Background: an optimization exercise with open tools, aiming at small area. Do not read the settings as production practice.
Function was checked by simulation only, so behaviour that the tests miss may differ from the original.

==> flow/design.v, too long to show whole: its modules and the start of the top module <==
// module fir: 2762 lines
// module fa_cell: 4 lines
// module ha_cell: 4 lines
module fir(input clk, input rst, input wire signed [15:0] x, output reg signed [31:0] y);
  // ...
==> flow/run.sh <==
#!/bin/bash
# synth_recipe.tcl (not shown) runs the flow's synth.tcl, then flattens the netlist and writes it again
# the make line also repeats each setting of config.mk as NAME=value (left out here)
make -C /OpenROAD-flow-scripts/flow DESIGN_CONFIG=/design/flow/config.mk WORK_HOME=/design/flow/orfs CLKGATE_MAP_FILE= SYNTH_SCRIPT=/design/flow/synth_recipe.tcl finish
==> flow/config.mk <==
export PLATFORM = sky130hd
export DESIGN_NAME = fir
export DESIGN_NICKNAME = fir
export VERILOG_FILES = /design/flow/design.v
export SDC_FILE = /design/flow/constraint.sdc
export NUM_CORES = 4
export LEC_CHECK = 0
export CAP_MARGIN = 20
export CORE_MARGIN = 2
export CORE_UTILIZATION = 40
export SLEW_MARGIN = 20
export SYNTH_HIERARCHICAL = 1
export SYNTH_MINIMUM_KEEP_SIZE = 0
==> flow/constraint.sdc <==
create_clock -name core_clock -period 8.0 [get_ports {clk}]
set_input_delay 1.6000 -clock core_clock [delete_from_list [all_inputs] [get_ports {clk}]]
set_output_delay 1.6000 -clock core_clock [all_outputs]
set_load 0.01 [all_outputs]
==> results_dict.tcl, run 1 <==
set metrics [dict create \
    status "no timing/DRC/antenna violations" \
    fmax_ghz 0.131 \
    cpLargestDelayFamily "adder cells" \
    die_w_um 387 \
    syn2layout_area_growth_pct 11.8 \
    grt_pass1_wl_mm 265 \
    drv_slew 0 \
    core-area_sq_um 146000 \
    crit_start "vm29$_DFF_PN0_" \
    vias_per_cell 4.92 \
    grt_busiest_layer "met2" \
    nClkBuffers 123 \
    htree_levels 3 \
    post-route-period-util_pct 95.2 \
    final_cells 6174 \
    dr_wl_met3_mm 11.0 \
    synth_cell_types 63 \
    seq_area_sq_um 21700 \
    whs_path_depth 0 \
    final_cell_mix "fa_1, dfxtp_1, inv_1, nand2_1, ha_1" \
    grt_max_degree 56 \
    synthXorXnorAreaFrac_pct 0.478 \
    hp-start "d4[10]$_DFF_P_" \
    port_buffers 49 \
    synth_compound_area_share_pct 1.43 \
    grt_pass1_vias 34800 \
    numCtsBuffers 101 \
    antenna_found_initial 4 \
    design.seq.count 1043 \
    reg2reg_from "vm29$_DFF_PN0_" \
    clockRootBuffer "clkbuf_16" \
    grtUsageMet2_pct 42.6 \
    grt-ovfl-total 0 \
    yosys.area_share.simple_pct 3.63 \
    r2r-end "q0[19]$_DFF_PN0_" \
    crit_path_end_kind "flop" \
    multi_input_area_sq_um 34500 \
    nets 5816 \
    clk_share_pct 5.61 \
    required_ns 8.59 \
]
==> run 2, diff against run 1 <==
--- a/flow/config.mk
+++ b/flow/config.mk
@@ -10,2 +10,4 @@
 export CORE_UTILIZATION = 40
+export CTS_BUF_LIST = sky130_fd_sc_hd__clkbuf_4 sky130_fd_sc_hd__clkbuf_8
+export GPL_TIMING_DRIVEN = 0
 export SLEW_MARGIN = 20
==> results_dict.tcl, run 2 <==
set metrics [dict create \
    ys_seq_area_share_pct 36.9 \
    synth_cell_types 63 \
    synthArstFlopShare_pct 14.1 \
    synth_top_cell_by_area "fa_1" \
    synth-edff-count 0 \
    relSlewSlack_pct 45.3 \
    cts_tree "built" \
    max-clock-path-buffers 3 \
    synth-seq-cells 1043 \
    wl_per_cell_um 29.2 \
    gp_congestion 0.997 \
    vias_per_cell 4.88 \
    clockRootBuffer "clkbuf_8" \
    rsz0062_at_grt "no" \
    cts_sinks 1043 \
    maxCapViolCount 0 \
    grt_pass1_wl_mm 259 \
    place_hpwl_mm 164 \
    wl_mm 182 \
    cpLargestDelayFamily "adder cells" \
    antenna_found_initial 6 \
    numCtsBuffers 162 \
    top_regs "q0: 32 flops, r0: 32 flops, q1: 28 flops" \
    post-route-period-util_pct 98.9 \
    post-cts-setup-buffers 0 \
    path_max_fanout 10 \
    status "no timing/DRC/antenna violations" \
    critPathBufInv 3 \
    syn2layout_area_growth_pct 11.3 \
    synth_most_common_cell "fa_1" \
    final_cells 6249 \
    synth_cells 3991 \
    required_ns 8.71 \
    clk_latency_ns 0.88 \
    synthTopCellsByArea "fa_1, dfxtp_1, dfrtp_1, inv_1, ha_1" \
    fp.dieH_um 387 \
    core-area_sq_um 146000 \
    drive_gt1_share_pct 8.64 \
    final_cell_mix "fa_1, dfxtp_1, inv_1, nand2_1, clkbuf_8" \
    cts_hold_buf 0 \
    syn_nets 5636 \
    crit_path_end_kind "flop" \
    fin_tns_setup_ns 0 \
    num_rows 140 \
    layout_commonest_cell "fa_1" \
    groute.usage.overall_pct 25.3 \
    start_util_pct 40.3 \
    drv_slew 0 \
    worst_pin_slew_ns 0.820 \
    top_level_ports 50 \
    drc 0 \
    critPathSlowestCell "fa_1" \
    dieArea_sq_um 150000 \
    fmax_ghz 0.126 \
    htree_levels 4 \
    path_class "reg2reg" \
    arrival_ns 8.61 \
    port_buffers 49 \
    n_fill_cell 13100 \
    finalSetupViolCount 0 \
    period_needed_ns 7.91 \
    netlist.area_leader.share_pct 49.6 \
    worst_setup_path_start_kind "flop" \
    first_pass_iters 6 \
    path_cells "clkbuf_1 -> clkbuf_2 -> nand2_1 -> fa_1 -> fa_1 -> fa_1 -> fa_1 -> inv_1 -> ha_1 -> fa_1 -> fa_1 -> fa_1 -> fa_1 -> fa_1 -> fa_1 -> ha_1 -> fa_1" \
    finClkSkew_ns 0.0783 \
    avgSynthCellArea_sq_um 14.7 \
    crit_path_frequent_cell "fa_1" \
    drt_iter0_drc 2507 \
    ys_warn_count 7 \
    die_w_um 387 \
    grt_max_degree 80 \
    yosys-top-cells-count "fa_1, dfxtp_1, inv_1, nand2_1, ha_1" \
    cts.clk_slew.worst_paths_ns 0.08 \
    nets 5845 \
    rrSetupSlack_ns 0.09 \
    critical_path.max_stage_delay_ns 0.66 \
    vias 30500 \
    grt-ovfl-total 0 \
    placed_cells 5958 \
    hold_viol 0 \
    ant_nets 0 \
    grt_pass1_vias 35200 \
    synthFlopType "dfxtp_1" \
    synth_area_sq_um 58700 \
    hp-class "reg2reg" \
]
[run 2: cell types whose count changed in the layout (fill, tap and decap cells not counted), moves of 14 or more]
cell / before / now
clkbuf_8: 15 / 206
clkbuf_16: 102 / 0
buf_4: 75 / 0
clkbuf_4: 0 / 44
clkbuf_2: 0 / 17
clkbuf_1: 6 / 20
[run 2: area by class of cell]
type | count | area, sq um | area share, %
well taps | 1917 | 2400 | 3.68
clock buffers | 250 | 3170 | 4.85
multi-input cells | 2292 | 34600 | 52.9
repair buffers | 50 | 523 | 0.801
inverters | 609 | 2290 | 3.50
diodes | 5 | 12.5 | 0.0192
flip-flops and latches | 1043 | 21700 | 33.2
clock inverters | 41 | 484 | 0.742
plain buffers | 42 | 185 | 0.284
[run 2: path summary, 6_finish.rpt]
| check | from | to | cells past startpoint |
|---|---|---|---|
| hold / removal | d10[8]$_DFF_P_ | d11[8]$_DFF_P_ | 0 |
| max in group asynchronous | rst | r1[20]$_DFF_PN0_ | 2 |
| min in group asynchronous | rst | q1[20]$_DFF_PN0_ | 1 |
| hold reg to reg | d10[8]$_DFF_P_ | d11[8]$_DFF_P_ | 0 |
| setup / recovery | vm18$_DFF_PN0_ | r0[23]$_DFF_PN1_ | 17 |
| setup reg to reg | vm18$_DFF_PN0_ | r0[23]$_DFF_PN1_ | 17 |
[run 2: metrics by stage]
| step | area, sq um | hold WS, ns | util (%) | setup WS (ns) |
|---|---|---|---|---|
| final | 65300 | 0.294 | 44.8 | 0.0907 |
| after global routing | 65300 | 0.307 | 44.8 | 0.00148 |
| after global placement | 61500 | 0.310 | 42.3 | -1.57 |
| after floorplan | 58700 | 0.310 | - | 1.27 |
| after CTS | 65200 | 0.302 | 44.8 | 0.00482 |
| after detailed placement | 61600 | 0.312 | 42.3 | -0.210 |
[run 2: per-module statistics from Yosys (local to each module, per instance)]
module	flops+latches	copies in the design
fir	1043	1
fa_cell	0	1452
ha_cell	0	52
[run 2: cell families (layout without fill, tap and decap cells)]
logic type	count (synthesis)	after routing	share of synthesized area [%]
flip-flops	1043	1043	36.9
AO/OA/AOI/OAI	120	120	1.43
AND/OR/NAND/NOR	510	510	3.63
buffers and inverters	656	992	4.21
other	0	5	0
multiplexers	3	3	0.0512
adder cells (fa/ha/maj)	1627	1627	53.3
XOR/XNOR	32	32	0.478
[run 2: timing repair]
item | CTS | global route
gates resized for setup | 7 | 26
endpoints found under the hold margin | 0 | 0
endpoints found under the setup margin | 6 | 19
[run 2: worst reg2reg max path, delay by kind of cell, from the launching register on]
family | cells | cell delay [ns]
buffers and inverters | 3 | 1.02
adders and majority gates | 13 | 6.03
DFF | 1 | 0.33
and+or+nand+nor | 1 | 0.40
[run 2: routing by layer]
layer	global-route usage, %	routed length, um
met1	33.8	74800
met2	40.8	87200
met3	5.40	13000
met4	9.55	7430
met5	0	0

## port drivers added, routing unchanged
How much do the figures lean on ideal ports? The routed layouts below were timed once more, with nothing changed but the port constraints.
Step 1: set_driving_cell puts a clkbuf_16 on clk and a buf_2 on each other input, an assumption about the parent block.
Step 2 also shifts input and output timing later by t, the mid clock arrival at the registers, as if the neighbouring blocks saw the same clock.
Three values: ideal ports, drivers, drivers and shift; two values: the first two.
run	t, ns	slack for setup (ns)	worst slew at a driven data input, ns	cell pins on the clock port's net
run 1	0.786	0.380 / 0.380 / 0.380	0.04	1
run 2	0.914	0.091 / 0.091 / 0.091	0.05	1
After both steps setup and hold are still met in every run listed.
